From an optimization exercise on the open Yosys and OpenROAD flow, aimed at small area; shortcuts taken in it are not production practice. The RTL was checked by simulation tests, not by an equivalence proof against the original design. Power figures rest on the tool's default switching activity, not on a simulated workload.

<file path="design/flow/config.mk">
export PLATFORM = sky130hd
export DESIGN_NAME = processor
export DESIGN_NICKNAME = processor
export VERILOG_FILES = /design/flow/design.v
export SDC_FILE = /design/flow/constraint.sdc
export NUM_CORES = 4
export LEC_CHECK = 0
export CAP_MARGIN = 20
export CORE_MARGIN = 2
export CORE_UTILIZATION = 45
export SLEW_MARGIN = 20
export SYNTH_HIERARCHICAL = 1
</file>
<file path="design/flow/constraint.sdc">
create_clock -name core_clock -period 12.0 [get_ports {clk_i}]
set_input_delay 2.4000 -clock core_clock [delete_from_list [all_inputs] [get_ports {clk_i}]]
set_output_delay 2.4000 -clock core_clock [all_outputs]
set_load 0.01 [all_outputs]
</file>
<file path="design/flow/design.v">
module processor
(
	input wire clk_i,
	input wire rst_i,
	input wire stall_i,
	output wire [31:0] addr_o,
	input wire [31:0] data_i,
	output wire [31:0] data_o,
	output wire [3:0] data_w_o,
	output wire [2:0] data_mode_o,
	input wire [7:0] extio_in,
	output wire [7:0] extio_out
);
	wire irq_cpu; wire irq_ack_cpu; wire exception_cpu;
	wire [31:0] irq_vector_cpu; wire [31:0] inst_addr_cpu; wire [31:0] data_addr_cpu; wire [31:0] data_in_cpu;
	wire [3:0] data_w_cpu;
	datapath core
	(
		.clock(clk_i),
		.reset(rst_i),
		.stall(stall_i),
		.irq_vector(irq_vector_cpu),
		.irq(irq_cpu),
		.irq_ack(irq_ack_cpu),
		.exception(exception_cpu),
		.inst_addr(inst_addr_cpu),
		.inst_in(data_i),
		.data_addr(data_addr_cpu),
		.data_in(data_in_cpu),
		.data_out(data_o),
		.data_w(data_w_cpu),
		.data_b(data_mode_o[2]),
		.data_h(data_mode_o[1]),
		.data_access(data_mode_o[0])
	);
	interrupt_controller int_control
	(
		.clock(clk_i),
		.reset(rst_i),
		.stall(stall_i),
		.irq_vector_cpu(irq_vector_cpu),
		.irq_cpu(irq_cpu),
		.irq_ack_cpu(irq_ack_cpu),
		.exception_cpu(exception_cpu),
		.inst_addr_cpu(inst_addr_cpu),
		.data_addr_cpu(data_addr_cpu),
		.data_in_cpu(data_in_cpu),
		.data_out_cpu(data_o),
		.data_w_cpu(data_w_cpu),
		.data_access_cpu(data_mode_o[0]),
		.addr_mem(addr_o),
		.data_read_mem(data_i),
		.data_we_mem(data_w_o),
		.extio_in(extio_in),
		.extio_out(extio_out)
	);
endmodule
module datapath
(
	input wire clock,
	input wire reset,
	input wire stall,
	input wire [31:0] irq_vector,
	input wire irq,
	output wire irq_ack,
	output wire exception,
	output wire [31:0] inst_addr,
	input wire [31:0] inst_in,
	output wire [31:0] data_addr,
	input wire [31:0] data_in,
	output reg [31:0] data_out,
	output reg [3:0] data_w,
	output wire data_b,
	output wire data_h,
	output wire data_access
);
	wire mwait;
	assign mwait = data_access;
	localparam [3:0] T_NOP = 4'b0000, T_SYS = 4'b0001, T_JAL = 4'b0010, T_JALR = 4'b0011,
		T_BR = 4'b0100, T_LUI = 4'b0101, T_AUIPC = 4'b0110, T_OPI = 4'b1000, T_OP = 4'b1001,
		T_LD = 4'b1100, T_ST = 4'b1101;
	reg [31:0] pc; reg [31:0] pc_last; reg [31:0] tgt;
	wire [31:0] pc_plus4; wire [31:0] pc_next; wire [31:0] imm_d; wire [31:0] tgt_d; wire [31:0] tgt_base;
	wire [31:0] inst_sw; wire [3:0] itype_dec;
	reg [3:0] t; reg [31:7] ir;
	reg stall_reg; reg irq_ack_s_dly; reg bds; reg data_access_s_dly;
	wire irq_ack_s; wire data_access_s; wire branch_taken; wire jump_taken; wire except; wire kill;
	wire [31:0] read_data1; wire [31:0] read_data2; wire [31:0] write_data;
	wire [31:0] alu_src1; wire [31:0] alu_src2; wire [31:0] result; wire [31:0] sum;
	wire [31:0] imm_i; wire [31:0] imm_s;
	wire [31:0] ld; wire wreg; wire equal; wire less_than;
	wire [2:0] f3;
	wire [31:0] pc_d; wire [31:0] pc_last_d;
	hold_mux32 pc_hold (.en(~stall), .en_n(stall), .d(pc_next), .q(pc), .y(pc_d));
	hold_mux32 pc_last_hold (.en(~stall), .en_n(stall), .d(pc), .q(pc_last), .y(pc_last_d));
	always @(posedge clock or posedge reset) begin
		if (reset == 1'b1) begin
			pc <= {32{1'b0}};
			pc_last <= {32{1'b0}};
		end else begin
			pc <= pc_d;
			pc_last <= pc_last_d;
		end
	end
	assign pc_plus4 = {pc[31:2] + 30'd1, pc[1:0]};
	assign pc_next = irq_ack_s == 1'b1 || except == 1'b1 ? irq_vector :
		branch_taken == 1'b1 || is_jal == 1'b1 ? tgt : is_jalr == 1'b1 ? sum :
		data_access_s == 1'b1 ? pc_last : pc_plus4;
	assign irq_ack_s = irq & ~bds & ~branch_taken & ~jump_taken & ~data_access_s;
	assign irq_ack = irq_ack_s_dly;
	assign exception = except;
	always @(posedge clock or posedge reset) begin
		if (reset == 1'b1) begin
			irq_ack_s_dly <= 1'b0;
			bds <= 1'b0;
			data_access_s_dly <= 1'b0;
			stall_reg <= 1'b0;
		end else begin
			stall_reg <= stall;
			if (stall == 1'b0) begin
				data_access_s_dly <= data_access_s;
				if (mwait == 1'b0) begin
					irq_ack_s_dly <= irq_ack_s;
					bds <= branch_taken | jump_taken;
				end
			end
		end
	end
	assign inst_sw = {inst_in[7:0],inst_in[15:8],inst_in[23:16],inst_in[31:24]};
	assign kill = data_access_s | except | branch_taken | jump_taken | bds | irq_ack_s;
	control control_unit
	(
		.opcode(inst_sw[6:0]),
		.funct3(inst_sw[14:12]),
		.funct7(inst_sw[31:25]),
		.itype(itype_dec)
	);
	always @(posedge clock or posedge reset) begin
		if (reset == 1'b1) begin
			t <= T_NOP;
		end else begin
			if (stall == 1'b0 && mwait == 1'b0)
				t <= kill ? T_NOP : itype_dec;
		end
	end
	assign imm_d = inst_sw[2] == 1'b0 ? {{19{inst_sw[31]}}, inst_sw[31], inst_sw[7], inst_sw[30:25], inst_sw[11:8], 1'b0} :
		inst_sw[3] == 1'b1 ? {{11{inst_sw[31]}}, inst_sw[31], inst_sw[19:12], inst_sw[20], inst_sw[30:21], 1'b0} :
		{inst_sw[31:12], 12'h000};
	assign tgt_base = (inst_sw[5] & inst_sw[4] & ~inst_sw[3] & inst_sw[2]) ? 32'h00000000 : pc_last;
	alu_add target_adder
	(
		.a(tgt_base),
		.b(imm_d),
		.cin(1'b0),
		.p(),
		.g(),
		.sum(tgt_d),
		.cout()
	);
	wire dec_en; wire [31:0] tgt_hold;
	assign dec_en = stall == 1'b0 && mwait == 1'b0;
	hold_mux32 tgt_load (.en(dec_en), .en_n(~dec_en), .d(tgt_d), .q(tgt), .y(tgt_hold));
	always @(posedge clock) begin
		if (dec_en)
			ir <= inst_sw[31:7];
		tgt <= tgt_hold;
	end
	wire is_mem = t[3] & t[2];
	wire is_ld = t == T_LD;
	wire is_st = t == T_ST;
	wire is_br = t == T_BR;
	wire is_jal = t == T_JAL;
	wire is_jalr = t == T_JALR;
	wire is_lui = t == T_LUI;
	wire is_auipc = t == T_AUIPC;
	wire is_op = t == T_OP;
	wire is_alu = t[3] & ~t[2];
	wire rw = is_jal | is_jalr | is_lui | is_auipc | is_alu | is_ld;
	assign f3 = ir[14:12];
	assign imm_i = {{20{ir[31]}}, ir[31:20]};
	assign imm_s = {{20{ir[31]}}, ir[31:25], ir[11:7]};
	reg_bank register_bank
	(
		.clock(clock),
		.read_reg1(ir[18:15]),
		.read_reg2(ir[23:20]),
		.write_reg(ir[10:7]),
		.wreg(wreg),
		.write_data(write_data),
		.read_data1(read_data1),
		.read_data2(read_data2)
	);
	assign wreg = rw & ~mwait & ~stall_reg;
	assign alu_src1 = read_data1;
	assign alu_src2 = (is_op | is_br) ? read_data2 : is_st ? imm_s : imm_i;
	alu alu
	(
		.op1(alu_src1),
		.op2(alu_src2),
		.sel(is_alu ? f3 : 3'b000),
		.sub(is_br | (is_alu & f3[2:1] == 2'b01) | (is_op & f3 == 3'b000 & ir[30])),
		.unsgn(is_br ? f3[1] : f3[0]),
		.arith(ir[30]),
		.tgt(tgt),
		.use_tgt(is_auipc | is_lui),
		.result(result),
		.sum(sum),
		.equal(equal),
		.less_than(less_than)
	);
	assign branch_taken = is_br & (f3[2] ? less_than ^ f3[0] : equal ^ f3[0]);
	assign except = t == T_SYS;
	assign jump_taken = is_jal | is_jalr;
	assign inst_addr = pc;
	assign data_addr = sum;
	assign data_b = is_mem & f3[1:0] == 2'b00;
	assign data_h = is_mem & f3[1:0] == 2'b01;
	assign data_access_s = is_mem;
	assign data_access = data_access_s & ~data_access_s_dly;
	always @(*) begin
		data_out[31:24] = read_data2[7:0];
		data_out[23:16] = f3[1:0] == 2'b00 ? read_data2[7:0] : read_data2[15:8];
		data_out[15:8] = f3[1:0] == 2'b10 ? read_data2[23:16] : read_data2[7:0];
		data_out[7:0] = f3[1:0] == 2'b10 ? read_data2[31:24] : f3[1:0] == 2'b01 ? read_data2[15:8] : read_data2[7:0];
		if (is_st == 1'b0)
			data_w = 4'b0000;
		else if (f3[1:0] == 2'b10)
			data_w = 4'b1111;
		else if (f3[1:0] == 2'b01)
			data_w = result[1] ? 4'b0011 : 4'b1100;
		else
			case (result[1:0])
			2'b11 : data_w = 4'b0001;
			2'b10 : data_w = 4'b0010;
			2'b01 : data_w = 4'b0100;
			default : data_w = 4'b1000;
			endcase
	end
	wire [7:0] ld_b0; wire [7:0] ld_b1; wire ld_sign;
	assign ld_b0 = f3[1:0] == 2'b10 || result[1:0] == 2'b00 || (f3[1:0] == 2'b01 && result[1] == 1'b0) ? data_in[31:24] :
		result[1:0] == 2'b01 ? data_in[23:16] : result[1:0] == 2'b10 || f3[1:0] == 2'b01 ? data_in[15:8] : data_in[7:0];
	assign ld_b1 = f3[1:0] == 2'b10 || result[1] == 1'b0 ? data_in[23:16] : data_in[7:0];
	assign ld_sign = ~f3[2] & (f3[1:0] == 2'b00 ? ld_b0[7] : ld_b1[7]);
	assign ld = f3[1:0] == 2'b10 ? {data_in[7:0], data_in[15:8], ld_b1, ld_b0} :
		f3[1:0] == 2'b01 ? {{16{ld_sign}}, ld_b1, ld_b0} : {{24{ld_sign}}, ld_b0};
	assign write_data = is_ld ? ld : jump_taken ? pc_last : result;
endmodule
module control
(
	input wire [6:0] opcode,
	input wire [2:0] funct3,
	input wire [6:0] funct7,
	output reg [3:0] itype
);
	wire f7z = funct7 == 7'b0000000;
	wire f7s = funct7 == 7'b0100000;
	always @(*) begin
		case (opcode)
		7'b0110111 : itype = 4'b0101;
		7'b0010111 : itype = 4'b0110;
		7'b1101111 : itype = 4'b0010;
		7'b1100111 : itype = 4'b0011;
		7'b1100011 : itype = (funct3[2:1] == 2'b01) ? 4'b0000 : 4'b0100;
		7'b0000011 : itype = (funct3 == 3'b011 || funct3[2:1] == 2'b11) ? 4'b0000 : 4'b1100;
		7'b0100011 : itype = (funct3[2] == 1'b1 || funct3[1:0] == 2'b11) ? 4'b0000 : 4'b1101;
		7'b0010011 : itype = (funct3 == 3'b101 && !f7z && !f7s) ? 4'b0000 : 4'b1000;
		7'b0110011 : itype = ((funct3 == 3'b000 || funct3 == 3'b101) && !f7z && !f7s) ? 4'b0000 : 4'b1001;
		7'b1110011 : itype = 4'b0001;
		default : itype = 4'b0000;
		endcase
	end
endmodule
module reg_bank
(
	input wire clock,
	input wire [3:0] read_reg1,
	input wire [3:0] read_reg2,
	input wire [3:0] write_reg,
	input wire wreg,
	input wire [31:0] write_data,
	output wire [31:0] read_data1,
	output wire [31:0] read_data2
);
	wire [15:1] sel1; wire [15:1] sel2; wire [15:1] we;
	wire [31:0] r [1:15];
	genvar g;
	generate
		for (g = 1; g < 16; g = g + 1) begin : regs
			reg [31:0] q;
			wire [31:0] d;
			assign we[g] = wreg == 1'b1 && write_reg == g;
			hold_mux32 hold (.en(we[g]), .en_n(~we[g]), .d(write_data), .q(q), .y(d));
			always @(posedge clock) begin
				q <= d;
			end
			assign r[g] = q;
			assign sel1[g] = read_reg1 == g;
			assign sel2[g] = read_reg2 == g;
		end
	endgenerate
	rf_read port1 (.sel(sel1), .r1(r[1]), .r2(r[2]), .r3(r[3]), .r4(r[4]), .r5(r[5]),
		.r6(r[6]), .r7(r[7]), .r8(r[8]), .r9(r[9]), .r10(r[10]),
		.r11(r[11]), .r12(r[12]), .r13(r[13]), .r14(r[14]), .r15(r[15]), .y(read_data1));
	rf_read port2 (.sel(sel2), .r1(r[1]), .r2(r[2]), .r3(r[3]), .r4(r[4]), .r5(r[5]),
		.r6(r[6]), .r7(r[7]), .r8(r[8]), .r9(r[9]), .r10(r[10]),
		.r11(r[11]), .r12(r[12]), .r13(r[13]), .r14(r[14]), .r15(r[15]), .y(read_data2));
endmodule
module hold_mux32
(
	input wire en,
	input wire en_n,
	input wire [31:0] d,
	input wire [31:0] q,
	output wire [31:0] y
);
	assign y = (d & {32{en}}) | (q & {32{en_n}});
endmodule
module rf_read
(
	input wire [15:1] sel,
	input wire [31:0] r1, input wire [31:0] r2, input wire [31:0] r3, input wire [31:0] r4, input wire [31:0] r5,
	input wire [31:0] r6, input wire [31:0] r7, input wire [31:0] r8, input wire [31:0] r9, input wire [31:0] r10,
	input wire [31:0] r11, input wire [31:0] r12, input wire [31:0] r13, input wire [31:0] r14, input wire [31:0] r15,
	output wire [31:0] y
);
	wire [31:0] g1; wire [31:0] g2; wire [31:0] g3; wire [31:0] g4; wire [31:0] g5;
	rf_aoi3 a1 (.a(r1), .b(r2), .c(r3), .sa(sel[1]), .sb(sel[2]), .sc(sel[3]), .y(g1));
	rf_aoi3 a2 (.a(r4), .b(r5), .c(r6), .sa(sel[4]), .sb(sel[5]), .sc(sel[6]), .y(g2));
	rf_aoi3 a3 (.a(r7), .b(r8), .c(r9), .sa(sel[7]), .sb(sel[8]), .sc(sel[9]), .y(g3));
	rf_aoi3 a4 (.a(r10), .b(r11), .c(r12), .sa(sel[10]), .sb(sel[11]), .sc(sel[12]), .y(g4));
	rf_aoi3 a5 (.a(r13), .b(r14), .c(r15), .sa(sel[13]), .sb(sel[14]), .sc(sel[15]), .y(g5));
	assign y = ~(g1 & g2 & g3 & g4 & g5);
endmodule
module rf_aoi3
(
	input wire [31:0] a, input wire [31:0] b, input wire [31:0] c,
	input wire sa, input wire sb, input wire sc,
	output wire [31:0] y
);
	assign y = ~((a & {32{sa}}) | (b & {32{sb}}) | (c & {32{sc}}));
endmodule
module alu
(
	input wire [31:0] op1,
	input wire [31:0] op2,
	input wire [2:0] sel,
	input wire sub,
	input wire unsgn,
	input wire arith,
	input wire [31:0] tgt,
	input wire use_tgt,
	output wire [31:0] result,
	output wire [31:0] sum,
	output wire equal,
	output wire less_than
);
	wire [31:0] p; wire [31:0] g; wire [31:0] y;
	wire cout; wire less;
	wire s_add; wire s_slt; wire s_xor; wire s_or; wire s_and; wire s_sr; wire s_sl;
	alu_add adder
	(
		.a(op1),
		.b(op2 ^ {32{sub}}),
		.cin(sub),
		.p(p),
		.g(g),
		.sum(sum),
		.cout(cout)
	);
	assign equal = &p;
	assign less = (op1[31] == op2[31] || unsgn) ? ~cout : op1[31];
	assign less_than = less;
	bshift barrel_shifter
	(
		.lshift(~sel[2]),
		.arith(arith),
		.shift(op2[4:0]),
		.in(op1),
		.out(y)
	);
	assign s_add = ~use_tgt & sel == 3'b000;
	assign s_sl = sel == 3'b001;
	assign s_slt = sel[2:1] == 2'b01;
	assign s_xor = sel == 3'b100;
	assign s_sr = sel == 3'b101;
	assign s_or = sel == 3'b110;
	assign s_and = sel == 3'b111;
	genvar i;
	generate
		for (i = 0; i < 32; i = i + 1) begin : rmux
			assign result[i] = (s_add & sum[i]) | (s_xor & p[i]) | (s_or & (p[i] | g[i])) | (s_and & g[i]) |
				(s_sr & y[i]) | (s_sl & y[31 - i]) | (use_tgt & tgt[i]) | (i == 0 ? s_slt & less : 1'b0);
		end
	endgenerate
endmodule
module alu_add
(
	input wire [31:0] a,
	input wire [31:0] b,
	input wire cin,
	output wire [31:0] p,
	output wire [31:0] g,
	output wire [31:0] sum,
	output wire cout
);
	reg [31:0] gg; reg [31:0] pp;
	integer d; integer i;
	assign p = a ^ b;
	assign g = a & b;
	always @(*) begin
		gg = {g[30:0], cin};
		pp = {p[30:0], 1'b0};
		for (d = 1; d < 32; d = d * 2)
			for (i = 2 * d - 1; i < 32; i = i + 2 * d) begin
				gg[i] = gg[i] | (pp[i] & gg[i - d]);
				pp[i] = pp[i] & pp[i - d];
			end
		for (d = 8; d >= 1; d = d / 2)
			for (i = 3 * d - 1; i < 32; i = i + 2 * d) begin
				gg[i] = gg[i] | (pp[i] & gg[i - d]);
				pp[i] = pp[i] & pp[i - d];
			end
	end
	assign sum = p ^ gg;
	assign cout = g[31] | (p[31] & gg[31]);
endmodule
module bshift
(
	input wire lshift,
	input wire arith,
	input wire [4:0] shift,
	input wire [31:0] in,
	output wire [31:0] out
);
	wire [31:0] x; wire [63:0] ext;
	wire fill;
	genvar i;
	generate
		for (i = 0; i < 32; i = i + 1) begin : rev
			assign x[i] = lshift ? in[31 - i] : in[i];
		end
	endgenerate
	assign fill = arith & ~lshift & in[31];
	assign ext = {{32{fill}}, x} >> shift;
	assign out = ext[31:0];
endmodule
module interrupt_controller
(
	input wire clock,
	input wire reset,
	input wire stall,
	output wire [31:0] irq_vector_cpu,
	output wire irq_cpu,
	input wire irq_ack_cpu,
	input wire exception_cpu,
	input wire [31:0] inst_addr_cpu,
	input wire [31:0] data_addr_cpu,
	output wire [31:0] data_in_cpu,
	input wire [31:0] data_out_cpu,
	input wire [3:0] data_w_cpu,
	input wire data_access_cpu,
	output wire [31:0] addr_mem,
	input wire [31:0] data_read_mem,
	output wire [3:0] data_we_mem,
	input wire [7:0] extio_in,
	output wire [7:0] extio_out
);
	reg [7:0] irq_mask_reg; reg [7:0] irq_status_reg; reg [7:0] extio_out_reg;
	reg [31:0] periph_data; reg [31:0] irq_vector_reg; reg [31:0] irq_epc_reg;
	wire interrupt; reg irq;
	parameter [2:0] irq_idle = 0, irq_int = 1, irq_req = 2, irq_ackn = 3, irq_done = 4;
	reg [2:0] pulse_state;
	reg [2:0] pulse_next_state;
	wire periph_access; reg periph_access_dly; wire periph_access_we;
	always @(posedge clock) begin
		case (data_addr_cpu[7:4])
		4'b0000 : begin periph_data <= irq_vector_reg; end			 
		4'b0001 : begin periph_data <= {extio_in,24'h000000}; end		 
		4'b0010 : begin periph_data <= {irq_mask_reg,24'h000000}; end		 
		4'b0011 : begin periph_data <= {irq_status_reg,24'h000000}; end		 
		4'b0100 : begin 							 
			periph_data <= {irq_epc_reg[7:0],irq_epc_reg[15:8],irq_epc_reg[23:16],irq_epc_reg[31:24]};
		end
		4'b1000 : begin periph_data <= {extio_in,24'h000000}; end		 
		4'b1001 : begin periph_data <= {extio_out_reg,24'h000000}; end		 
		default : begin periph_data <= data_read_mem; end
		endcase
	end
	assign data_in_cpu = periph_access_dly == 1'b0 ? data_read_mem : periph_data;
	wire vec_we; wire [31:0] irq_vector_d;
	assign vec_we = periph_access == 1'b1 && periph_access_we == 1'b1 && data_addr_cpu[7:4] == 4'b0000;
	hold_mux32 vec_hold (.en(vec_we), .en_n(~vec_we),
		.d({data_out_cpu[7:0],data_out_cpu[15:8],data_out_cpu[23:16],data_out_cpu[31:24]}),
		.q(irq_vector_reg), .y(irq_vector_d));
	always @(posedge clock or posedge reset) begin
		if (reset == 1'b1)
			irq_vector_reg <= {32{1'b0}};
		else
			irq_vector_reg <= irq_vector_d;
	end
	always @(posedge clock or posedge reset) begin
		if (reset == 1'b1) begin
			irq_mask_reg <= {8{1'b0}};
			irq_status_reg <= {8{1'b0}};
			extio_out_reg <= {8{1'b0}};
		end else begin
			if (periph_access == 1'b1 && periph_access_we == 1'b1) begin
				case (data_addr_cpu[7:4])
				4'b0010 : begin				 
					irq_mask_reg <= data_out_cpu[31:24];
				end
				4'b0011 : begin				 
					irq_status_reg <= data_out_cpu[31:24];
				end
				4'b1001 : begin				 
					extio_out_reg <= data_out_cpu[31:24];
				end
				default : begin
				end
				endcase
			end
			if (irq_ack_cpu == 1'b1 || exception_cpu == 1'b1) begin
				irq_status_reg[0] <= 1'b0;		 
			end
		end
	end
	wire epc_we; wire [31:0] irq_epc_d;
	assign epc_we = (irq == 1'b1 && irq_ack_cpu == 1'b0) || exception_cpu == 1'b1;
	hold_mux32 epc_hold (.en(epc_we), .en_n(~epc_we), .d(inst_addr_cpu), .q(irq_epc_reg), .y(irq_epc_d));
	always @(posedge clock or posedge reset) begin
		if (reset == 1'b1) begin
			irq_epc_reg <= 32'h00000000;
		end else begin
			irq_epc_reg <= irq_epc_d;
		end
	end
	always @(posedge clock or posedge reset) begin
		if (reset == 1'b1) begin
			pulse_state <= irq_idle;
			pulse_next_state <= irq_idle;
			irq <= 1'b0;
		end else begin
			if (stall == 1'b0) begin
				pulse_state <= pulse_next_state;
				case (pulse_state)
				irq_idle : begin
					if (interrupt == 1'b1 && irq_status_reg[0] == 1'b1) begin
						pulse_next_state <= irq_int;
					end
				end
				irq_int : begin
					irq <= 1'b1;
					pulse_next_state <= irq_req;
				end
				irq_req : begin
					if (irq_ack_cpu == 1'b1) begin
						irq <= 1'b0;
						pulse_next_state <= irq_ackn;
					end
				end
				irq_ackn : begin
					pulse_next_state <= irq_done;
				end
				irq_done : begin
					if (irq_status_reg[0] == 1'b1) begin
						pulse_next_state <= irq_idle;
					end
				end
				default : begin
					pulse_next_state <= irq_idle;
				end
				endcase
			end
		end
	end
	always @(posedge clock or posedge reset) begin
		if (reset == 1'b1) begin
			periph_access_dly <= 1'b0;
		end else begin
			if (stall == 1'b0) begin
				periph_access_dly <= periph_access;
			end
		end
	end
	assign periph_access = data_addr_cpu[31:27] == 5'b11110 && data_access_cpu == 1'b1 ? 1'b1 : 1'b0;
	assign periph_access_we = data_w_cpu != 4'b0000 ? 1'b1 : 1'b0;
	assign addr_mem = data_access_cpu == 1'b1 ? data_addr_cpu : inst_addr_cpu;
	assign data_we_mem = data_access_cpu == 1'b1 && periph_access == 1'b0 ? data_w_cpu : 4'b0000;
	assign interrupt = (extio_in & irq_mask_reg) != 8'h00;
	assign irq_cpu = irq;
	assign irq_vector_cpu = irq_vector_reg;
	assign extio_out = extio_out_reg;
endmodule
</file>
<file path="design/flow/flow/run.sh">
#!/bin/bash
# Own flow: the standard layout (standard.sh) with these changes:
#  - synthesis maps with an area-leaning ABC script (flow/abc_area_relaxed.script)
#    through flow/my_abc_synth.tcl, which is synth_recipe.tcl with the abc call
#    redirected (same registers, flattening and renaming);
#  - every port still gets a buffer, a sky130_fd_sc_hd__buf_1;
#  - clock tree built from clkbuf_8 in clusters of up to 12 sinks, without dummy loads;
set -euo pipefail
W=$(pwd)
bash standard.sh finish \
  SYNTH_SCRIPT="$W/flow/my_abc_synth.tcl" \
  "BUFFER_PORTS_ARGS=-buffer_cell sky130_fd_sc_hd__buf_1" \
  "CTS_ARGS=-sink_clustering_enable -repair_clock_nets -buf_list sky130_fd_sc_hd__clkbuf_8 -sink_clustering_size 12 -sink_clustering_max_diameter 80 -dont_use_dummy_load" \
  > "$W/standard_flow.log" 2>&1
test -f "$W/out/final.def"
</file>
<file path="design/flow/flow/abc_area_relaxed.script">
&get -n
&st
&dch
&nf -R 1000 -p
&put
topo
stime -c
</file>
<file path="design/flow/flow/my_abc_synth.tcl">
proc synth {args} { yosys synth -nofsm -noshare {*}$args }
# map with an area-leaning ABC script in place of ORFS's speed script
set ::my_abc_script [file join [file dirname [file normalize [info script]]] abc_area_relaxed.script]
proc abc {args} {
  set i [lsearch -exact $args -script]
  if {$i >= 0} { lset args [expr {$i + 1}] $::my_abc_script }
  yosys abc {*}$args
}
source $::env(SCRIPTS_DIR)/synth.tcl
# left out here: clear keep_hierarchy, flatten, clean up, hide names made inside functions, write 1_2_yosys.v
</file>
<file path="design/flow/standard.sh">
#!/bin/bash
# synth_recipe.tcl (not shown) runs the flow's synth.tcl, then flattens the netlist and writes it again
# the make line also repeats each setting of config.mk as NAME=value (left out here)
make -C /OpenROAD-flow-scripts/flow DESIGN_CONFIG=/design/flow/config.mk WORK_HOME=/design/flow/orfs CLKGATE_MAP_FILE= SYNTH_SCRIPT=/design/flow/synth_recipe.tcl "${@:-finish}"
</file>
==> results of run 1 <==
## worst max-delay path, cell delays in order (launching register included)
cell and delay, ns:
edfxtp_1 0.53, nand2b_1 0.32, nor3_2 0.93, a222oi_1 0.21
and3_1 0.27, nand3_1 0.34, nand2_1 0.17, o21ai_4 0.10
xor2_1 0.22, clkinv_1 0.12, fa_1 0.44, o21ai_0 0.35
clkinv_1 0.19, o221a_1 0.45, o31ai_1 0.47, a21oi_1 0.24
o31ai_1 0.57, a21oi_1 0.22, fa_1 0.41, clkinv_1 0.06
nor2_1 0.04, o31a_1 0.26, a32oi_1 0.20, nand3_1 0.28
a21oi_1 0.28, and2_0 0.20, and3_1 0.17, buf_1 0.15
## per-stage QoR
step | instances | setup slack (ns)
6_report | 5098 | 0.6770
5_1_grt | 5094 | 0.3415
4_1_cts | 5092 | 0.9333
3_5_place_dp | 5019 | 1.707
3_3_place_gp | 5019 | 1.890
2_1_floorplan | 3668 | 0.03879
## routing by layer
| layer | wire [um] | share of wire, % | up-vias | GRT usage, % |
|---|---|---|---|---|
| met5 | 83 | 0.048 | - | 0 |
| met4 | 9252 | 5.3 | 14 | 16.73 |
| met3 | 20490 | 12 | 506 | 8.388 |
| li1 | - | - | 15920 | - |
| met2 | 74820 | 43 | 2789 | 59.45 |
| met1 | 68430 | 40 | 18240 | 53.58 |
## path summary, 6_finish.rpt
check	from	to	slack [ns]	cells after the start
worst max-delay path	core.ir[20]	data_w_o[3]	0.68	27
worst min-delay path	int_control.irq_epc_reg[14]	int_control.periph_data[22]	0.46	2
worst max register to register	core.ir[20]	core.register_bank.regs[10].q[30]	1.60	35
worst min register to register	int_control.irq_epc_reg[14]	int_control.periph_data[22]	0.46	2
max in group asynchronous	rst_i	int_control.irq_vector_reg[22]	8.95	3
min in group asynchronous	rst_i	core.irq_ack_s_dly	1.64	2
## power breakdown
group          internal, uW  total [uW]  leakage [uW]  switching, uW
clock network           542        1420      0.000525            877
registers              2720        3060       0.00694            341
logic                   527        1440       0.00894            915
total                  3790        5920        0.0164           2130
## layout make-up
cell class / count / area (um2) / area share, %
timing repair buffer: 281 / 1669 / 4.008
tap: 1070 / 1339 / 3.215
multi-input combinational: 2822 / 21390 / 51.35
sequential: 736 / 15820 / 37.98
inverter: 110 / 416.7 / 1.000
clock buffer: 73 / 1005 / 2.412
antenna: 6 / 15.01 / 0.03605
## placed cells by master, fill, tap and decap left out, types with 24 or more instances in the layout
master and instances:
mux2i_1 45, and2_0 49, a21o_1 34, a22o_1 648, buf_1 120, a211oi_1 44
edfxtp_1 24, o22ai_1 25, nand3_1 111, ha_1 63, xor2_1 55, nor2_1 141
a21oi_1 176, o21ai_0 180, a222oi_1 383, mux2_1 125, buf_4 159, a22oi_1 43
dfrtp_1 168, xnor2_1 35, clkbuf_8 73, and3_1 70, dfxtp_1 544, nand4_1 29
fa_1 34, nand2_1 322, clkinv_1 106
==> results.yml, run 1 <==
status:
  outcome: "no timing/DRC/antenna violations"
drt:
  postRouteAntennaNets: 0
  routed_via_density: 7.350
  remaining_drc_errors: 0
  routed_wl_um: 173100
  vias: 37470
  drtPass1Iterations: 14
  wl_per_cell_um: 33.95
  drt_iter0_drc: 8245
synth:
  yosys_warnings: 11
  syn_area_per_cell_um2: 10.17
  synthCells: 3667
  netlist_area_um2: 37280
timing:
  rsz0062_at_grt: "no"
  fin_skew_ns: 0.1360
  finalSetupViolCount: 0
  max_freq_mhz: 88.32
  tightest_slew_ns: 1.203
  finalHoldViolations: 0
  fin_crit_ns: 11.32
  slew_headroom_pct: 19.80
  holdWs_ns: 0.4616
  slew_violations: 0
  fin_crit_sh_pct: 94.36
  tns_ns: 0
pwr:
  power.total_uw: 5924
  power_density_nw_per_um2: 142.3
  p_leak_uw: 0.01640
  vdd_drop_max_mv: 0.09578
cts:
  ctsResizeCount: 0
  cts_tree: "yes"
  clk_pin_slew_ns: 0.09
  ctsHoldBuffers: 0
  numCtsBuffers: 73
  htreeDepth: 3
  postCtsSetupBuffers: 0
  cts-root-buf: "clkbuf_8"
  worst_skew_pair.late_latency_ns: 0.77
  clock_path_buffers: 3
  numClockSinks: 736
die:
  die_x_um: 291.8
  die_y_um: 291.8
  die_area_um2: 85170
  core_area_um2: 82110
  num_rows: 105
  initial_core_util_pct: 45.41
  io_pins: 122
setup_path:
  cp_max_fo: 12
  path_class: "register to output pin"
  crit_required_ns: 9.60
  endpoint_kind: "output pin"
  crit_arrival_ns: 8.92
  start_kind: "register"
grt:
  grt-ovfl-total: 0
  antenna_found_initial: 11
  grt_pass1_vias: 34340
  grt_pass1_wl_um: 247900
  grt_usage_pct: 39.09
  grt_max_degree: 75
hold_path:
  hp-class: "register to register"
layout:
  n_fill_cell: 7734
  drive_above_1_share_pct: 7.509
  fin_nets: 4164
  syn_to_final_growth_pct: 11.70
  finish.utilization_pct: 50.72
  largest_register_ffs: 480
  regMostFlops: "core.register_bank.regs.q"
  final_cell_area_um2: 41650
flow_run:
  drv_cap: 0
place:
  gp_congestion: 1.017
  placed_area_um2: 40630
  port-buffer-count: 121
  dp.final_hpwl_um: 118600
==> run 2: changes to the inputs <==
--- a/design/flow/design.v
+++ b/design/flow/design.v
@@ -81,5 +81,5 @@
 		T_LD = 4'b1100, T_ST = 4'b1101;
 	reg [31:0] pc; reg [31:0] pc_last; reg [31:0] tgt;
-	wire [31:0] pc_plus4; wire [31:0] pc_next; wire [31:0] imm_d; wire [31:0] tgt_d; wire [31:0] tgt_base;
+	wire [31:0] pc_plus4; wire [31:0] imm_d; wire [31:0] tgt_d; wire [31:0] tgt_base;
 	wire [31:0] inst_sw; wire [3:0] itype_dec;
 	reg [3:0] t; reg [31:7] ir;
@@ -92,5 +92,12 @@
 	wire [2:0] f3;
 	wire [31:0] pc_d; wire [31:0] pc_last_d;
-	hold_mux32 pc_hold (.en(~stall), .en_n(stall), .d(pc_next), .q(pc), .y(pc_d));
+	wire s_vec; wire s_tgt; wire s_jalr; wire s_last; wire s_inc;
+	assign s_vec = ~stall & (irq_ack_s | except);
+	assign s_tgt = ~stall & (branch_taken | is_jal);
+	assign s_jalr = ~stall & is_jalr;
+	assign s_last = ~stall & data_access_s;
+	assign s_inc = ~stall & ~(irq_ack_s | except | branch_taken | jump_taken | data_access_s);
+	sel6_32 pc_sel (.s0(stall), .d0(pc), .s1(s_vec), .d1(irq_vector), .s2(s_tgt), .d2(tgt),
+		.s3(s_jalr), .d3(sum), .s4(s_last), .d4(pc_last), .s5(s_inc), .d5(pc_plus4), .y(pc_d));
 	hold_mux32 pc_last_hold (.en(~stall), .en_n(stall), .d(pc), .q(pc_last), .y(pc_last_d));
 	always @(posedge clock or posedge reset) begin
@@ -104,7 +111,4 @@
 	end
 	assign pc_plus4 = {pc[31:2] + 30'd1, pc[1:0]};
-	assign pc_next = irq_ack_s == 1'b1 || except == 1'b1 ? irq_vector :
-		branch_taken == 1'b1 || is_jal == 1'b1 ? tgt : is_jalr == 1'b1 ? sum :
-		data_access_s == 1'b1 ? pc_last : pc_plus4;
 	assign irq_ack_s = irq & ~bds & ~branch_taken & ~jump_taken & ~data_access_s;
 	assign irq_ack = irq_ack_s_dly;
@@ -246,4 +250,16 @@
 	assign write_data = is_ld ? ld : jump_taken ? pc_last : result;
 endmodule
+module sel6_32
+(
+	input wire s0, input wire [31:0] d0,
+	input wire s1, input wire [31:0] d1,
+	input wire s2, input wire [31:0] d2,
+	input wire s3, input wire [31:0] d3,
+	input wire s4, input wire [31:0] d4,
+	input wire s5, input wire [31:0] d5,
+	output wire [31:0] y
+);
+	assign y = (d0 & {32{s0}}) | (d1 & {32{s1}}) | (d2 & {32{s2}}) | (d3 & {32{s3}}) | (d4 & {32{s4}}) | (d5 & {32{s5}});
+endmodule
 module control
 (
@@ -433,15 +449,29 @@
 	output wire [31:0] out
 );
-	wire [31:0] x; wire [63:0] ext;
+	wire [31:0] rev; wire [31:0] x_n; wire [31:0] s0; wire [31:0] s1_n; wire [31:0] s2; wire [31:0] s3_n;
 	wire fill;
 	genvar i;
 	generate
-		for (i = 0; i < 32; i = i + 1) begin : rev
-			assign x[i] = lshift ? in[31 - i] : in[i];
+		for (i = 0; i < 32; i = i + 1) begin : reverse
+			assign rev[i] = in[31 - i];
 		end
 	endgenerate
 	assign fill = arith & ~lshift & in[31];
-	assign ext = {{32{fill}}, x} >> shift;
-	assign out = ext[31:0];
+	aoi_mux32 st_rev (.a(rev), .b(in), .s(lshift), .s_n(~lshift), .y(x_n));
+	aoi_mux32 st0 (.a({~fill, x_n[31:1]}), .b(x_n), .s(shift[0]), .s_n(~shift[0]), .y(s0));
+	aoi_mux32 st1 (.a({{2{fill}}, s0[31:2]}), .b(s0), .s(shift[1]), .s_n(~shift[1]), .y(s1_n));
+	aoi_mux32 st2 (.a({{4{~fill}}, s1_n[31:4]}), .b(s1_n), .s(shift[2]), .s_n(~shift[2]), .y(s2));
+	aoi_mux32 st3 (.a({{8{fill}}, s2[31:8]}), .b(s2), .s(shift[3]), .s_n(~shift[3]), .y(s3_n));
+	aoi_mux32 st4 (.a({{16{~fill}}, s3_n[31:16]}), .b(s3_n), .s(shift[4]), .s_n(~shift[4]), .y(out));
+endmodule
+module aoi_mux32
+(
+	input wire [31:0] a,
+	input wire [31:0] b,
+	input wire s,
+	input wire s_n,
+	output wire [31:0] y
+);
+	assign y = ~((a & {32{s}}) | (b & {32{s_n}}));
 endmodule
 module interrupt_controller
@@ -487,5 +517,5 @@
 		endcase
 	end
-	assign data_in_cpu = periph_access_dly == 1'b0 ? data_read_mem : periph_data;
+	hold_mux32 data_in_sel (.en(periph_access_dly), .en_n(~periph_access_dly), .d(periph_data), .q(data_read_mem), .y(data_in_cpu));
 	wire vec_we; wire [31:0] irq_vector_d;
 	assign vec_we = periph_access == 1'b1 && periph_access_we == 1'b1 && data_addr_cpu[7:4] == 4'b0000;
@@ -585,5 +615,5 @@
 	assign periph_access = data_addr_cpu[31:27] == 5'b11110 && data_access_cpu == 1'b1 ? 1'b1 : 1'b0;
 	assign periph_access_we = data_w_cpu != 4'b0000 ? 1'b1 : 1'b0;
-	assign addr_mem = data_access_cpu == 1'b1 ? data_addr_cpu : inst_addr_cpu;
+	hold_mux32 addr_sel (.en(data_access_cpu), .en_n(~data_access_cpu), .d(data_addr_cpu), .q(inst_addr_cpu), .y(addr_mem));
 	assign data_we_mem = data_access_cpu == 1'b1 && periph_access == 1'b0 ? data_w_cpu : 4'b0000;
 	assign interrupt = (extio_in & irq_mask_reg) != 8'h00;
==> run 2 against run 1 <==
Effect of this change: cell count decreased by 3.6%; largest power group unchanged; cell area is 2.1% lower; routed wire length decreased by 2.9%; still clean; fmax shrank 2.5%; first-iteration DRC count down 4.7%; critical path depth grew 3; synthesized cell count is 4.7% lower; critical endpoint unchanged; sequential power decreased by 13%; flip-flop and latch count unchanged; clock skew decreased by 0.017 ns; register-to-register slack got worse by 0.13 ns.
==> results.yml, run 2 <==
timing:
  finalSetupViolCount: 0
  fin_skew_ns: 0.1188
  slew_headroom_pct: 21.44
  slew_violations: 0
  rsz0062_at_grt: "no"
  max_freq_mhz: 86.13
  fin_crit_ns: 11.61
  fin_crit_sh_pct: 96.75
  finalHoldViolations: 0
  tns_ns: 0
  tightest_slew_ns: 1.172
setup_path:
  path_delay_family: "simple AND/OR/NAND/NOR gates"
  worst-path-buf-inv: 5
  slowest_stage: "edfxtp_1"
  cp_max_fo: 34
  path_class: "register to output pin"
  critical_path.most_common_cell: "nand2_1"
  max_stage_delay_ns: 0.53
  endpoint_kind: "output pin"
  crit_arrival_ns: 9.21
  crit_required_ns: 9.60
  start_kind: "register"
grt:
  antenna_found_initial: 8
  grt_usage_pct: 39.02
  grt_pass1_vias: 33450
  grt_pass1_wl_um: 240500
  grt-ovfl-total: 0
  grt_max_degree: 66
cts:
  ctsHoldBuffers: 0
  htreeDepth: 3
  numClockSinks: 736
  cts-root-buf: "clkbuf_8"
  worst_skew_pair.late_latency_ns: 0.73
  clk_pin_slew_ns: 0.10
  ctsResizeCount: 0
  postCtsSetupBuffers: 0
  clock_path_buffers: 3
  cts_tree: "yes"
  numCtsBuffers: 74
pwr:
  power_density_nw_per_um2: 120.9
  power.total_uw: 4928
  p_leak_uw: 0.01592
  vdd_drop_max_mv: 0.1145
die:
  die_area_um2: 83260
  io_pins: 122
  num_rows: 104
  die_x_um: 288.5
  die_y_um: 288.5
  initial_core_util_pct: 45.38
  core_area_um2: 80290
layout:
  n_fill_cell: 7433
  regMostFlops: "core.register_bank.regs.q"
  syn_to_final_growth_pct: 11.89
  largest_register_ffs: 480
  seqCellArea_um2: 15820
  finish.utilization_pct: 50.78
  final_common_cell: "a22o_1"
  fin_nets: 3991
  multi_input_area_um2: 20480
  layout_common_cells: "a22o_1 (680), dfxtp_1 (544), a222oi_1 (415)"
  drive_above_1_share_pct: 7.742
place:
  port-buffer-count: 121
  gp_congestion: 1.007
  dp.final_hpwl_um: 115600
status:
  outcome: "no timing/DRC/antenna violations"
drt:
  remaining_drc_errors: 0
  postRouteAntennaNets: 0
  routed_wl_um: 168100
  drtPass1Iterations: 13
  vias: 36950
  routed_via_density: 7.521
  wl_per_cell_um: 34.21
  drt_iter0_drc: 7861
synth:
  syn_area_per_cell_um2: 10.42
  netlist_area_um2: 36430
  synthCells: 3496
  yosys_warnings: 11
flow_run:
  drv_cap: 0
hold_path:
  hp-class: "register to register"
-- run 2: changes by cell type in the layout (fill, tap and decap cells not counted), sizes merged, moves of 31 or more --
cell    delta
a211oi    -35
a21oi    -139
a222oi    +32
a22o      +32
a22oi    +193
mux2      -85
mux2i     -31
nor2      -67
o21ai    -132
-- run 2: routing by layer --
metal  track usage [%]  routed length (um)
met1             55.53               67080
met2             56.36               70420
met3             8.349               21390
met4             18.12                9155
met5                 0                  13
-- run 2: worst register-to-register path: cells and delay by family (launching register included) --
family / cells / cell delay [ns]
flip-flops: 1 / 0.53
XOR/XNOR: 1 / 0.15
buffers and inverters: 6 / 2.01
AO/OA/AOI/OAI: 12 / 4.10
AND/OR/NAND/NOR: 11 / 2.82
adder cells (fa/ha/maj): 2 / 0.75
-- run 2: cell type report --
type / instances / share of cell area (%)
antenna: 4 / 0.02455
clock buffer: 74 / 2.498
tap: 1060 / 3.253
timing repair buffer: 280 / 4.094
inverter: 119 / 1.108
multi-input combinational: 2640 / 50.23
sequential: 736 / 38.79
-- run 2: through the flow --
stage	instances	cell area [um2]	hold slack (ns)	worst slack (ns)
after floorplan	3497	36440	0.4417	0.7833
after global placement	4834	39690	0.4631	1.281
after detailed placement	4834	39690	0.4703	1.025
after CTS	4908	40710	0.4886	0.1910
after global routing	4913	40770	0.5135	0.01003
final	4913	40770	0.4835	0.3900
-- run 2: worst paths after layout --
check                                                     start                               to  slack (ns)  depth (start not counted)
worst max register to register                      core.ir[21]   int_control.irq_vector_reg[29]        1.47                         32
min in group asynchronous                                 rst_i                 core.pc_last[20]        1.71                          2
worst min register to register  int_control.pulse_next_state[0]  int_control.pulse_next_state[0]        0.48                          1
worst min-delay path            int_control.pulse_next_state[0]  int_control.pulse_next_state[0]        0.48                          1
max in group asynchronous                                 rst_i    int_control.irq_vector_reg[1]        8.94                          3
worst max-delay path                                core.ir[21]                      data_w_o[3]        0.39                         30
-- run 2: power breakdown --
group	switching, uW	total (uW)	internal [uW]
clock	867	1420	549
combinational	601	844	242
sequential	102	2670	2570
total	1570	4930	3360
==> run 3: changes to the inputs <==
==> design/flow/run.sh (new file) <==
#!/bin/bash
# synth_recipe.tcl (not shown) runs the flow's synth.tcl, then flattens the netlist and writes it again
# the make line also repeats each setting of config.mk as NAME=value (left out here)
make -C /OpenROAD-flow-scripts/flow DESIGN_CONFIG=/design/flow/config.mk WORK_HOME=/design/flow/orfs CLKGATE_MAP_FILE= SYNTH_SCRIPT=/design/flow/synth_recipe.tcl finish
--- a/design/flow/config.mk
+++ b/design/flow/config.mk
@@ -9,4 +9,7 @@
 export CORE_MARGIN = 2
 export CORE_UTILIZATION = 45
+export CTS_BUF_LIST = sky130_fd_sc_hd__clkbuf_8
+export CTS_CLUSTER_DIAMETER = 80
+export CTS_CLUSTER_SIZE = 12
 export SLEW_MARGIN = 20
 export SYNTH_HIERARCHICAL = 1
removed: design/flow/flow/run.sh
removed: design/flow/flow/abc_area_relaxed.script
removed: design/flow/flow/my_abc_synth.tcl
removed: design/flow/standard.sh
==> run 3 against run 2 <==
Effect of this change: still clean on timing, DRC and antenna; flip-flop and latch count stayed put; die area rose by 12%; critical path depth fell by 2; combinational power is 110% higher; register-to-register slack better by 1.5 ns; synthesized cell count increased by 14%; largest cell class unchanged.
==> results.yml, run 3 <==
status:
  outcome: "no timing/DRC/antenna violations"
place:
  gp_congestion: 1.041
  port-buffer-count: 121
  dp_slack_ns: 1.911
  dp.final_hpwl_um: 124700
die:
  num_rows: 110
  core_area_um2: 90010
  die_y_um: 305.6
  initial_core_util_pct: 45.47
  io_pins: 122
  die_area_um2: 93380
  die_x_um: 305.6
setup_path:
  crit_arrival_ns: 8.67
  cp_max_fo: 34
  path_delay_family: "simple AND/OR/NAND/NOR gates"
  path_class: "register to output pin"
  endpoint_kind: "output pin"
  start_kind: "register"
  slowest_stage: "nor2_4"
  max_stage_delay_ns: 0.91
  critical_path.most_common_cell: "a21oi_2"
  worst-path-buf-inv: 5
  crit_required_ns: 9.60
cts:
  postCtsSetupBuffers: 0
  clock_path_buffers: 3
  numCtsBuffers: 74
  numClockSinks: 736
  cts_tree: "yes"
  cts-root-buf: "clkbuf_8"
  clk_pin_slew_ns: 0.09
  worst_skew_pair.late_latency_ns: 0.76
  ctsHoldBuffers: 0
  htreeDepth: 3
  ctsResizeCount: 0
timing:
  fin_crit_ns: 11.07
  finalHoldViolations: 0
  fin_skew_ns: 0.05572
  setup_ws_ns: 0.9347
  rsz0062_at_grt: "no"
  slew_headroom_pct: 19.59
  tns_ns: 0
  slew_violations: 0
  max_freq_mhz: 90.37
  finalSetupViolCount: 0
  tightest_slew_ns: 1.206
  fin_crit_sh_pct: 92.21
grt:
  antenna_found_initial: 10
  grt_usage_pct: 37.15
  grt_pass1_wl_um: 256700
  grt_pass1_vias: 34480
  grt_max_degree: 58
  grt-ovfl-total: 0
synth:
  netlist_area_um2: 40930
  synthCells: 3999
  syn_area_per_cell_um2: 10.23
  yosys_warnings: 11
pwr:
  p_sw_uw: 2467
  switching_share_pct: 38.14
  p_clk_share_pct: 24.1
  internal-power_uw: 4001
  power_density_nw_per_um2: 150.1
  comb_power_share_pct: 27.5
  pwr-share-seq_pct: 48.4
  vdd_drop_max_mv: 0.1652
  p_leak_uw: 0.01736
drt:
  routed_via_density: 7.413
  postRouteAntennaNets: 0
  routed_wl_um: 181900
  drtPass1Iterations: 12
  vias: 38310
  wl_per_cell_um: 35.19
  remaining_drc_errors: 0
  drt_iter0_drc: 9116
layout:
  drive_above_1_share_pct: 10.99
  layout_common_cells: "a22o_1 (636), dfxtp_1 (544), a222oi_1 (415)"
  syn_to_final_growth_pct: 5.286
  n_fill_cell: 8565
  regMostFlops: "core.register_bank.regs.q"
  multi_input_area_um2: 21760
  final_common_cell: "a22o_1"
  largest_register_ffs: 480
  finish.utilization_pct: 47.87
  seqCellArea_um2: 15820
  fin_nets: 4095
hold_path:
  hp-class: "register to register"
flow_run:
  drv_cap: 0
## run 3: worst paths after layout
check,start,end,slack (ns),cells past startpoint
worst max-delay path,core.ir[23],data_w_o[3],0.93,28
worst min-delay path,core.register_bank.regs[12].q[9],core.register_bank.regs[12].q[9],0.50,1
worst max register to register,core.ir[23],int_control.irq_vector_reg[0],3.00,33
worst min register to register,core.register_bank.regs[12].q[9],core.register_bank.regs[12].q[9],0.50,1
max in group asynchronous,rst_i,int_control.irq_vector_reg[16],8.72,3
min in group asynchronous,rst_i,core.irq_ack_s_dly,1.98,2
## run 3: metal layers
metal	part of all wire (%)	GRT usage, %
met1	39	52.98
met2	41	51.87
met3	14	8.631
met4	6.1	19.34
met5	0.014	0
## run 3: area by class of cell
cell class,instances,share of cell area (%)
repair buffers,254,5.145
inverters,149,1.309
diodes,5,0.02904
clock inverters,31,0.4442
well taps,1176,3.415
clock buffers,77,2.459
multi-input cells,2740,50.50
flip-flops and latches,736,36.70
## run 3: per-stage QoR
step	area (um2)	total power (uW)	hold slack, ns	instances
final	43090	6468	0.5027	5168
after global routing	43090	6668	0.5164	5165
after CTS	43060	6392	0.5010	5162
after detailed placement	41810	4870	0.4765	5054
after global placement	41810	4864	0.4754	5054
after floorplan	40930	4106	0.4613	4000
## run 3: power groups by stage
stage	combinational, uW	sequential [uW]	clock (uW)
floorplan	1120	2980	0
global placement	1700	3160	0
detailed placement	1710	3160	0
CTS	1720	3110	1570
global route	1870	3150	1660
finish	1780	3130	1560
==> run 4: changes to the inputs <==
--- a/design/flow/design.v
+++ b/design/flow/design.v
@@ -529,24 +529,24 @@
 			irq_vector_reg <= irq_vector_d;
 	end
+	wire mask_we; wire extio_we; wire [7:0] irq_mask_d; wire [7:0] extio_out_d;
+	assign mask_we = periph_access == 1'b1 && periph_access_we == 1'b1 && data_addr_cpu[7:4] == 4'b0010;
+	assign extio_we = periph_access == 1'b1 && periph_access_we == 1'b1 && data_addr_cpu[7:4] == 4'b1001;
+	hold_mux8 mask_hold (.en(mask_we), .en_n(~mask_we), .d(data_out_cpu[31:24]), .q(irq_mask_reg), .y(irq_mask_d));
+	hold_mux8 extio_hold (.en(extio_we), .en_n(~extio_we), .d(data_out_cpu[31:24]), .q(extio_out_reg), .y(extio_out_d));
 	always @(posedge clock or posedge reset) begin
 		if (reset == 1'b1) begin
 			irq_mask_reg <= {8{1'b0}};
-			irq_status_reg <= {8{1'b0}};
 			extio_out_reg <= {8{1'b0}};
 		end else begin
-			if (periph_access == 1'b1 && periph_access_we == 1'b1) begin
-				case (data_addr_cpu[7:4])
-				4'b0010 : begin				 
-					irq_mask_reg <= data_out_cpu[31:24];
-				end
-				4'b0011 : begin				 
-					irq_status_reg <= data_out_cpu[31:24];
-				end
-				4'b1001 : begin				 
-					extio_out_reg <= data_out_cpu[31:24];
-				end
-				default : begin
-				end
-				endcase
+			irq_mask_reg <= irq_mask_d;
+			extio_out_reg <= extio_out_d;
+		end
+	end
+	always @(posedge clock or posedge reset) begin
+		if (reset == 1'b1) begin
+			irq_status_reg <= {8{1'b0}};
+		end else begin
+			if (periph_access == 1'b1 && periph_access_we == 1'b1 && data_addr_cpu[7:4] == 4'b0011) begin
+				irq_status_reg <= data_out_cpu[31:24];
 			end
 			if (irq_ack_cpu == 1'b1 || exception_cpu == 1'b1) begin
@@ -622,2 +622,12 @@
 	assign extio_out = extio_out_reg;
 endmodule
+module hold_mux8
+(
+	input wire en,
+	input wire en_n,
+	input wire [7:0] d,
+	input wire [7:0] q,
+	output wire [7:0] y
+);
+	assign y = (d & {8{en}}) | (q & {8{en_n}});
+endmodule
==> design/flow/flow/run.sh (new file) <==
#!/bin/bash
# Own flow: the standard layout (standard.sh) with these changes:
#  - synthesis maps with an area-leaning ABC script (flow/abc_area_relaxed.script)
#    through flow/my_abc_synth.tcl, which is synth_recipe.tcl with the abc call
#    redirected (same registers, flattening and renaming);
#  - every port still gets a buffer, a sky130_fd_sc_hd__buf_1;
#  - clock tree built from clkbuf_8 in clusters of up to 14 sinks, without dummy loads;
set -euo pipefail
W=$(pwd)
bash standard.sh finish \
  SYNTH_SCRIPT="$W/flow/my_abc_synth.tcl" \
  "BUFFER_PORTS_ARGS=-buffer_cell sky130_fd_sc_hd__buf_1" \
  "CTS_ARGS=-sink_clustering_enable -repair_clock_nets -buf_list sky130_fd_sc_hd__clkbuf_8 -sink_clustering_size 14 -sink_clustering_max_diameter 90 -dont_use_dummy_load" \
  > "$W/standard_flow.log" 2>&1
test -f "$W/out/final.def"
==> design/flow/flow/abc_area_relaxed.script (new file) <==
&get -n
&st
&dch
&nf -R 1000 -p
&put
topo
stime -c
==> design/flow/flow/my_abc_synth.tcl (new file) <==
proc synth {args} { yosys synth -nofsm -noshare {*}$args }
# map with an area-leaning ABC script in place of ORFS's speed script
set ::my_abc_script [file join [file dirname [file normalize [info script]]] abc_area_relaxed.script]
proc abc {args} {
  set i [lsearch -exact $args -script]
  if {$i >= 0} { lset args [expr {$i + 1}] $::my_abc_script }
  yosys abc {*}$args
}
source $::env(SCRIPTS_DIR)/synth.tcl
# left out here: clear keep_hierarchy, flatten, clean up, hide names made inside functions, write 1_2_yosys.v
==> design/flow/standard.sh (new file) <==
#!/bin/bash
# synth_recipe.tcl (not shown) runs the flow's synth.tcl, then flattens the netlist and writes it again
# the make line also repeats each setting of config.mk as NAME=value (left out here)
make -C /OpenROAD-flow-scripts/flow DESIGN_CONFIG=/design/flow/config.mk WORK_HOME=/design/flow/orfs CLKGATE_MAP_FILE= SYNTH_SCRIPT=/design/flow/synth_recipe.tcl "${@:-finish}"
--- a/design/flow/config.mk
+++ b/design/flow/config.mk
@@ -9,7 +9,4 @@
 export CORE_MARGIN = 2
 export CORE_UTILIZATION = 45
-export CTS_BUF_LIST = sky130_fd_sc_hd__clkbuf_8
-export CTS_CLUSTER_DIAMETER = 80
-export CTS_CLUSTER_SIZE = 12
 export SLEW_MARGIN = 20
 export SYNTH_HIERARCHICAL = 1
removed: design/flow/run.sh
==> run 4 against run 3 <==
Effect of this change: clock power shrank 17%; first-iteration DRC count shrank 7.6%; synthesized cell count shrank 13%; global-route usage grew 1.6 points; largest power group unchanged; flip-flop and latch count is the same; power shrank 18%; critical path type unchanged; cell count shrank 5.7%; clock skew grew 0.097 ns; sequential power shrank 9.3%; cell area shrank 6.1%; routed wire length shrank 8.0%; worst hold slack lost 0.011 ns.
==> results.yml, run 4 <==
status:
  outcome: "no timing/DRC/antenna violations"
layout:
  finalNonFillerCells: 4872
  largest_register_ffs: 480
  n_fill_cell: 7354
  layout_common_cells: "a22o_1 (693), dfxtp_1 (544), a222oi_1 (445)"
  syn_to_final_growth_pct: 11.27
  final_common_cell: "a22o_1"
  drive_above_1_share_pct: 7.405
  fin_nets: 3950
  final_cell_area_um2: 40460
  regMostFlops: "core.register_bank.regs.q"
setup_path:
  start_kind: "register"
  endpoint_kind: "output pin"
  path_class: "register to output pin"
  max_stage_delay_ns: 0.58
  rr_startpoint: "core.ir[20]"
  slowest_stage: "o31ai_1"
  crit_required_ns: 9.60
  critical_path.most_common_cell: "nand2_1"
  cp.depth: 29
  startpoint: "core.ir[20]"
  path_delay_family: "compound AO/OA/AOI/OAI gates"
  r2r_cells: 33
  worst-path-buf-inv: 5
  crit_arrival_ns: 8.85
  cp_max_fo: 26
cts:
  postCtsSetupBuffers: 0
  ctsResizeCount: 0
  cts_tree: "yes"
  cts-root-buf: "clkbuf_8"
  clock_path_buffers: 3
  numClockSinks: 736
  numCtsBuffers: 61
  ctsHoldBuffers: 0
  htreeDepth: 2
  clk_pin_slew_ns: 0.11
  worst_skew_pair.late_latency_ns: 0.79
drt:
  wl_per_cell_um: 34.34
  vias: 36720
  routed_via_density: 7.538
  remaining_drc_errors: 0
  postRouteAntennaNets: 0
  drt_iter0_drc: 8422
  routed_wl_um: 167300
  drtPass1Iterations: 15
timing:
  fin_skew_ns: 0.1528
  slew_violations: 0
  slew_headroom_pct: 25.97
  max_freq_mhz: 88.92
  tightest_slew_ns: 1.108
  fin_crit_ns: 11.25
  finalHoldViolations: 0
  rsz0062_at_grt: "no"
  tns_ns: 0
  finalSetupViolCount: 0
  setup_ws_ns: 0.7540
  fin_crit_sh_pct: 93.72
die:
  die_area_um2: 83080
  num_rows: 104
  core_area_um2: 80290
  die_x_um: 288.2
  initial_core_util_pct: 45.28
  die_y_um: 288.2
  io_pins: 122
synth:
  yosys_warnings: 11
  syn_area_per_cell_um2: 10.47
  netlist_area_um2: 36360
  synthCells: 3471
grt:
  grt-ovfl-total: 0
  grt_pass1_vias: 33190
  grt_max_degree: 65
  grt_pass1_wl_um: 238600
  grt_usage_pct: 38.76
  antenna_found_initial: 7
pwr:
  p_leak_uw: 0.01569
  vdd_drop_max_mv: 0.2358
  power_density_nw_per_um2: 130.7
place:
  placed_area_um2: 39600
  gp_congestion: 1.025
  dp.final_hpwl_um: 114700
  dp_slack_ns: 1.839
  port-buffer-count: 121
  dp_cells: 4807
hold_path:
  hp-class: "register to register"
  worstHoldStart: "int_control.pulse_next_state[0]"
  hold_depth: 1
flow_run:
  drv_cap: 0
==> run 4: layout make-up <==
class                           count  area [um2]  share of cell area [%]
Inverter                          144       544.3                   1.345
Antenna cell                        4       10.01                 0.02474
Timing Repair Buffer              277        1627                   4.021
Tap cell                         1060        1326                   3.278
Clock buffer                       61       839.6                   2.075
Multi-Input combinational cell   2590       20290                   50.16
Sequential cell                   736       15820                   39.09
==> run 4: per-layer routing <==
metal  share of wire, %  vias up  track usage [%]
li1                   -    15480                -
met1                 40    17980            56.31
met2                 42     2813            56.07
met3                 13      441            7.235
met4                5.1       10            16.61
met5              0.044        -                0
==> run 4: where the power goes <==
part,switching [uW],leakage (uW),internal (uW)
combinational,780,0.00829,368
clock,851,0.000439,450
sequential,202,0.00697,2640
total,1830,0.0157,3460
==> run 4: worst paths after layout <==
path	to	slack (ns)
worst max-delay path	data_w_o[3]	0.75
worst min-delay path	int_control.pulse_state[0]	0.49
worst max register to register	core.register_bank.regs[12].q[22]	1.75
worst min register to register	int_control.pulse_state[0]	0.49
max in group asynchronous	int_control.irq_vector_reg[2]	8.97
min in group asynchronous	core.pc_last[13]	1.72
==> run 4: metrics by stage <==
stage	util, %	hold slack [ns]	power, uW
6_report	50.39	0.4912	5288
2_1_floorplan	-	0.4503	3464
5_1_grt	50.38	0.5013	5452
3_5_place_dp	49.32	0.4694	3989
3_3_place_gp	49.32	0.4617	3989
4_1_cts	50.37	0.4925	5250
==> run 5: changes to the inputs <==
--- a/design/flow/config.mk
+++ b/design/flow/config.mk
@@ -8,5 +8,5 @@
 export CAP_MARGIN = 20
 export CORE_MARGIN = 2
-export CORE_UTILIZATION = 45
+export CORE_UTILIZATION = 48
 export SLEW_MARGIN = 20
 export SYNTH_HIERARCHICAL = 1
==> run 5 against run 4 <==
Effect of this change: fmax increased by 0.22%; cell area shrank 0.37%; area after synthesis did not move; first-iteration DRC count increased by 9.3%.
==> results.yml, run 5 <==
timing:
  max_freq_mhz: 89.12
  slew_headroom_pct: 25.16
  finalSetupViolCount: 0
  finalHoldViolations: 0
  tns_ns: 0
  slew_violations: 0
  setup_ws_ns: 0.7789
  fin_crit_sh_pct: 93.51
  fin_skew_ns: 0.09106
  fin_crit_ns: 11.22
  tightest_slew_ns: 1.119
  rsz0062_at_grt: "no"
layout:
  final_common_cell: "a22o_1"
  syn_to_final_growth_pct: 10.86
  finalNonFillerCells: 4791
  largest_register_ffs: 480
  n_fill_cell: 6662
  fin_nets: 3949
  drive_above_1_share_pct: 7.250
  layout_common_cells: "a22o_1 (693), dfxtp_1 (544), a222oi_1 (445)"
  regMostFlops: "core.register_bank.regs.q"
pwr:
  power.total_uw: 5296
  p_clk_share_pct: 24.2
  pwr-share-seq_pct: 53.6
  comb_power_share_pct: 22.2
  p_sw_uw: 1849
  vdd_drop_max_mv: 0.1378
  p_leak_uw: 0.01569
  power_density_nw_per_um2: 131.4
  switching_share_pct: 34.91
  internal-power_uw: 3447
die:
  core_area_um2: 74700
  io_pins: 122
  die_y_um: 279.2
  initial_core_util_pct: 48.67
  die_x_um: 279.2
  num_rows: 100
  die_area_um2: 77960
setup_path:
  max_stage_delay_ns: 0.62
  critical_path.most_common_cell: "nand2_1"
  endpoint_kind: "output pin"
  r2r_slack_ns: 1.98
  timing.rr.end: "int_control.irq_vector_reg[18]"
  slowest_stage: "o31ai_1"
  r2r_cells: 32
  rr_startpoint: "core.ir[22]"
  crit_required_ns: 9.60
  cp_max_fo: 34
  startpoint: "core.ir[22]"
  start_kind: "register"
  crit_arrival_ns: 8.82
  path_class: "register to output pin"
  endpoint: "data_w_o[3]"
drt:
  routed_via_density: 7.867
  remaining_drc_errors: 0
  vias: 37690
  postRouteAntennaNets: 0
  routed_wl_um: 172300
  wl_per_cell_um: 35.97
  drt_iter0_drc: 9206
  drtPass1Iterations: 14
cts:
  cts-root-buf: "clkbuf_8"
  postCtsSetupBuffers: 0
  ctsHoldBuffers: 0
  ctsResizeCount: 0
  cts_tree: "yes"
  clk_pin_slew_ns: 0.10
  worst_skew_pair.late_latency_ns: 0.77
  numCtsBuffers: 59
  htreeDepth: 2
  numClockSinks: 736
  clock_path_buffers: 3
place:
  gp_congestion: 1.007
  dp.final_hpwl_um: 120900
  dp_cells: 4716
  port-buffer-count: 121
  dp_slack_ns: 1.845
grt:
  grt-ovfl-total: 0
  antenna_found_initial: 9
  grt_usage_pct: 42.66
  grt_max_degree: 58
  grt_pass1_wl_um: 247900
  grt_pass1_vias: 35310
synth:
  synthCells: 3471
  yosys_warnings: 11
  syn_area_per_cell_um2: 10.47
  netlist_area_um2: 36360
status:
  outcome: "no timing/DRC/antenna violations"
hold_path:
  hp-class: "register to register"
  worstHoldStart: "int_control.pulse_next_state[0]"
flow_run:
  drv_cap: 0
run 5: final cells by class:
class,count,area (um2),share of cell area [%]
Antenna cell,15,37.54,0.09313
Timing Repair Buffer,278,1652,4.098
Tap cell,969,1212,3.008
Multi-Input combinational cell,2590,20230,50.20
Inverter,144,544.3,1.350
Clock buffer,59,812.0,2.015
Sequential cell,736,15820,39.24
run 5: worst min-delay path by stage:
stage	slack, ns	depth (start not counted)	end
final	0.49	1	int_control.pulse_state[0]
after global routing	0.52	1	core.register_bank.regs[13].q[25]
after CTS	0.50	1	int_control.pulse_state[0]
after detailed placement	0.48	1	int_control.pulse_state[0]
after global placement	0.46	1	int_control.pulse_state[0]
after floorplan	0.45	1	int_control.pulse_next_state[0]
run 5: worst max-delay path, delay by kind of cell, from the launching register on:
kind / cells / cell delay (ns)
flip-flops: 1 / 0.51
buffers and inverters: 4 / 1.08
XOR/XNOR: 1 / 0.15
AND/OR/NAND/NOR: 12 / 2.88
adder cells (fa/ha/maj): 2 / 0.79
AO/OA/AOI/OAI: 9 / 2.64
run 5: through the flow:
stage          hold WS (ns)  util (%)  area [um2]
2_1_floorplan        0.4503         -       36360
3_3_place_gp         0.4622     52.79       39430
3_5_place_dp         0.4767     52.79       39430
4_1_cts              0.4971     53.87       40240
5_1_grt              0.5185     53.92       40270
6_report             0.4918     53.96       40300
run 5: power groups by stage:
stage / Clock, uW / Sequential [uW] / Combinational, uW
after global routing: 1370 / 2850 / 1230
after detailed placement: 0 / 2880 / 1110
final: 1280 / 2840 / 1170
after floorplan: 0 / 2790 / 670
after global placement: 0 / 2870 / 1090
after CTS: 1280 / 2830 / 1120
run 5: routing by layer:
layer,global-route usage (%),share of wire (%)
met4,20.76,5.8
met5,0,0.015
met2,62.62,42
met3,11.43,14
met1,58.00,38

static timing again, ports no longer ideal:
Ports are ideal in the flow. The routed layouts listed here were re-timed in OpenROAD.
Step 1, drivers: a clkbuf_16 drives clk_i and a buf_2 each remaining input, both assumed.
Step 2 also shifts input and output timing later by t, the mid clock arrival at the registers, as if the neighbouring blocks saw the same clock.
Three values: no drivers, after step 1, after step 2; two values: the first two.
| run | t (ns) | setup slack, ns | cell pins on the clock port's net |
|---|---|---|---|
| run 1 | 0.759 | 0.677 / 0.616 / 1.376 | 1 |
| run 2 | 0.739 | 0.390 / 0.327 / 1.065 | 1 |
| run 3 | 0.810 | 0.935 / 0.861 / 1.671 | 1 |
| run 4 | 0.775 | 0.754 / 0.688 / 1.463 | 1 |
| run 5 | 0.795 | 0.779 / 0.706 / 1.501 | 1 |
After both steps setup and hold are still met in every run listed.
